This design comes from an exercise in tuning for small area, a short achievable clock period and few clock cycles per item on the open sky130 flow, not from production work.
In this exercise RTL edits were held to simulation tests only and were not proved equivalent to the original.

## before
==> flow/design.v <==
module sc_ram #(
    parameter ADDR_WIDTH=8, 
    parameter DATA_WIDTH=16
)
(
    input logic clk,
    input logic rst,
    input logic wea,
    output logic wready,
    input logic [ADDR_WIDTH-1:0] addra,
    input logic [DATA_WIDTH-1:0] dia,
    input logic [ADDR_WIDTH-1:0] addrb,
    output logic [DATA_WIDTH-1:0] dob_ring,    
    output logic                  dob_fwd,     
    output logic [DATA_WIDTH-1:0] dob_buf      
);
localparam LW = 4;                     
localparam HW = ADDR_WIDTH - LW;       
localparam NP = 2**LW;                 
localparam NR = 2**HW;                 
logic [DATA_WIDTH-1:0] ring [NR-1:0][NP-1:0];
logic [LW-1:0] phase;
logic [LW-1:0] tag [NP-1:0];
logic                  wb_valid;
logic [ADDR_WIDTH-1:0] wb_addr;
logic [LW-1:0]         wb_place;       
logic [DATA_WIDTH-1:0] wb_data;
logic                  wb_commit;      
assign wb_commit = wb_valid && (wb_place == NP-1);
always_ff @(posedge clk or posedge rst) begin
    if (rst) begin
        phase <= '0;
        for (int p = 0; p < NP; p++)
            tag[p] <= p[LW-1:0];
        wb_valid <= 1'b0;
        wready <= 1'b1;
    end else begin
        phase <= phase + 1'b1;
        for (int p = 1; p < NP; p++)
            tag[p] <= tag[p-1];
        tag[0] <= tag[NP-1];
        if (wea && wready) begin
            wb_valid <= 1'b1;
            wready <= 1'b0;
        end else if (wb_commit) begin
            wb_valid <= 1'b0;
            wready <= 1'b1;
        end
    end
end
always_ff @(posedge clk) begin
    if (wea && wready) begin
        wb_addr  <= addra;
        wb_place <= addra[LW-1:0] + phase + 1'b1;
        wb_data  <= dia;
    end else begin
        wb_place <= wb_place + 1'b1;
    end
end
always_ff @(posedge clk) begin
    for (int r = 0; r < NR; r++) begin
        for (int p = 1; p < NP; p++)
            ring[r][p] <= ring[r][p-1];
        ring[r][0] <= (wb_commit && wb_addr[ADDR_WIDTH-1:LW] == r[HW-1:0]) ? wb_data : ring[r][NP-1];
    end
end
logic [NP-1:0] rd_place;
logic          rd_fwd;
always_comb begin
    for (int p = 0; p < NP; p++)
        rd_place[p] = addrb[LW-1:0] == tag[p];
end
assign rd_fwd = wb_valid && (wb_addr == addrb);
logic [DATA_WIDTH-1:0] by_place [NP-1:0];
logic [DATA_WIDTH-1:0] rd_word;
logic [HW-1:0] hi;
assign hi = addrb[ADDR_WIDTH-1:LW];
genvar gb, gp, gr;
generate
    for (gp = 0; gp < NP; gp++) begin : g_l1
        for (gb = 0; gb < DATA_WIDTH; gb++) begin : g_bit
            logic [NR-1:0] col;
            for (gr = 0; gr < NR; gr++) begin : g_ring
                assign col[gr] = ring[gr][gp][gb];
            end
            mux16 u_mux (.s(hi), .d(col), .y(by_place[gp][gb]));
        end
    end
endgenerate
generate
    for (gb = 0; gb < DATA_WIDTH; gb++) begin : g_out
        logic [NP-1:0] col;
        for (gp = 0; gp < NP; gp++) begin : g_place
            assign col[gp] = by_place[gp][gb];
        end
        sel_or16 u_sel (.sel(rd_place), .d(col), .y(rd_word[gb]));
    end
endgenerate
assign dob_ring = rd_word;
assign dob_fwd = rd_fwd;
assign dob_buf = wb_data;
endmodule  
module sel_or16 (
    input  logic [15:0] sel,
    input  logic [15:0] d,
    output logic        y
);
assign y = |(sel & d);
endmodule  
module mux16 (
    input  logic [3:0]  s,
    input  logic [15:0] d,
    output logic        y
);
assign y = d[s];
endmodule  
module li_ram #(
    parameter ADDR_WIDTH=8,
    parameter DATA_WIDTH=16
)
(
    input clk,
    input rst,
    input logic [ADDR_WIDTH-1:0] rd_req_addr_in,
    input logic                      rd_req_valid_in,
    output logic                     rd_req_ready_out,
    output logic [DATA_WIDTH-1:0] rd_resp_data_out,
    output logic                      rd_resp_valid_out,
    input logic                       rd_resp_ready_in,
    input logic [ADDR_WIDTH-1:0]  wr_addr_in,
    input logic [DATA_WIDTH-1:0]  wr_data_in,
    input logic                       wr_valid_in,
    output logic                      wr_ready_out
);
logic [DATA_WIDTH-1:0] rd_ring;   
logic                  rd_fwd;    
logic [DATA_WIDTH-1:0] rd_buf;    
logic rd_acc;
assign rd_acc = rd_req_valid_in && rd_req_ready_out;
sc_ram #(
    .ADDR_WIDTH(ADDR_WIDTH),
    .DATA_WIDTH(DATA_WIDTH)
) li_ram_storage (
    .clk(clk),
    .rst(rst),
    .wea(wr_valid_in),
    .wready(wr_ready_out),
    .addra(wr_addr_in),
    .dia(wr_data_in),
    .addrb(rd_req_addr_in),
    .dob_ring(rd_ring),
    .dob_fwd(rd_fwd),
    .dob_buf(rd_buf)
);
logic [DATA_WIDTH-1:0] skid_data;
logic                  skid_valid;
logic                  out_free;
assign out_free = !rd_resp_valid_out || rd_resp_ready_in;
always_ff @(posedge clk or posedge rst) begin
    if (rst) begin
        rd_resp_valid_out <= 1'b0;
        skid_valid <= 1'b0;
        rd_req_ready_out <= 1'b1;
    end else begin
        if (out_free) begin
            rd_resp_valid_out <= skid_valid || rd_acc;
            skid_valid <= 1'b0;
            rd_req_ready_out <= 1'b1;
        end else if (rd_acc) begin
            skid_valid <= 1'b1;
            rd_req_ready_out <= 1'b0;
        end
    end
end
logic [DATA_WIDTH-1:0] alt_data;
logic                  use_alt;
logic [DATA_WIDTH-1:0] new_data;
assign alt_data = skid_valid ? skid_data : rd_buf;
assign use_alt  = skid_valid || rd_fwd;
assign new_data = use_alt ? alt_data : rd_ring;
always_ff @(posedge clk) begin
    if (out_free)
        rd_resp_data_out <= new_data;
    if (!out_free && !skid_valid)
        skid_data <= new_data;
end
endmodule  
export LEC_CHECK = 0
export CAP_MARGIN = 20
export CORE_MARGIN = 2
export CORE_UTILIZATION = 30
export CTS_CLUSTER_DIAMETER = 80
export CTS_CLUSTER_SIZE = 30
export SETUP_SLACK_MARGIN = 1.5
export SLEW_MARGIN = 20
export SYNTH_HIERARCHICAL = 1
export SYNTH_MINIMUM_KEEP_SIZE = 0
create_clock -name core_clock -period 3.7 [get_ports {clk}]
run.sh (not shown) runs the stock make flow with config.mk's settings and CLKGATE_MAP_FILE= SYNTH_SCRIPT=/design/flow/synth_recipe.tcl, a recipe that flattens the netlist after the stock synthesis.
Testbench counts of before, summed over its fixed seeds: cycles 24,008, reads 20,000.
For after, these inputs were changed with respect to before:
-- flow/design.v --
<<< before, line 74
logic [DATA_WIDTH-1:0] by_place [NP-1:0];
logic [DATA_WIDTH-1:0] rd_word;
logic [HW-1:0] hi;
assign hi = addrb[ADDR_WIDTH-1:LW];
genvar gb, gp, gr;
generate
    for (gp = 0; gp < NP; gp++) begin : g_l1
        for (gb = 0; gb < DATA_WIDTH; gb++) begin : g_bit
            logic [NR-1:0] col;
            for (gr = 0; gr < NR; gr++) begin : g_ring
                assign col[gr] = ring[gr][gp][gb];
            end
            mux16 u_mux (.s(hi), .d(col), .y(by_place[gp][gb]));
        end
    end
endgenerate
generate
    for (gb = 0; gb < DATA_WIDTH; gb++) begin : g_out
>>> after, line 74
logic [DATA_WIDTH-1:0] by_place [NP-1:0];
logic [DATA_WIDTH-1:0] rd_word;
logic [DATA_WIDTH-1:0] t1 [NP-1:0][7:0];
logic [DATA_WIDTH-1:0] t2 [NP-1:0][3:0];
logic [DATA_WIDTH-1:0] t3 [NP-1:0][1:0];
logic [HW-1:0] hi;
assign hi = addrb[ADDR_WIDTH-1:LW];
always_comb begin
    for (int p = 0; p < NP; p++) begin
        for (int k = 0; k < 8; k++) t1[p][k] = hi[0] ? ring[2*k+1][p] : ring[2*k][p];
        for (int k = 0; k < 4; k++) t2[p][k] = hi[1] ? t1[p][2*k+1] : t1[p][2*k];
        for (int k = 0; k < 2; k++) t3[p][k] = hi[2] ? t2[p][2*k+1] : t2[p][2*k];
        by_place[p] = hi[3] ? t3[p][1] : t3[p][0];
    end
end
genvar gb, gp;
generate
    for (gb = 0; gb < DATA_WIDTH; gb++) begin : g_out
<<< before, line 107
);
assign y = |(sel & d);
endmodule  
module mux16 (
    input  logic [3:0]  s,
    input  logic [15:0] d,
    output logic        y
);
assign y = d[s];
endmodule  
module li_ram #(
>>> after, line 107
);
assign y = |(sel & d);
endmodule  
module li_ram #(
Notes after the runs:
- Per the comparison of after with before, flip-flop and latch area about even; initial antenna violation count fell by 4; final wirelength +15%; compound-gate portion of the synthesized area moved up.
- met3 layer wire length in the routed design for after is higher than for before.
- The signal arrival time at the worst endpoint of after is lower than that of before.
- Comparing after and before, the higher clock network area share is on after.
- Sort after and before by post-route fraction of the period consumed by the critical path desc -> top: before
- Taking before as 1.0, after lands at 1.16 on placed wire-length estimate after detailed placement.
Testbench counts of after, summed over its fixed seeds: cycles 24,008, reads 20,000.

## what the ideal ports hide
The results above use ideal ports. As a check the final layouts listed here were re-extracted and re-timed, cells and wires unchanged. Step 1: set_driving_cell puts a clkbuf_16 on clk and a buf_2 on each other input, an assumption about the parent block. Step 2 times the ports against the registers' clock, not the clock port: input delays grow and output delays shrink by t, the midpoint of the rising clock arrivals with the driver on. a / b / c = ideal ports / drivers / drivers and shift; a / b = the first two.
run	t (ns)	setup slack, ns	cell pins on the clock port's net
before	0.964	0.903 / 0.757 / -0.206	1
after	0.970	1.006 / 0.740 / -0.229	1
With both steps, setup timing fails in before and after, where it was met with ideal ports. The setup slack of after, which loses most, moves by -0.266 ns with the drivers and by -1.235 ns with both steps.
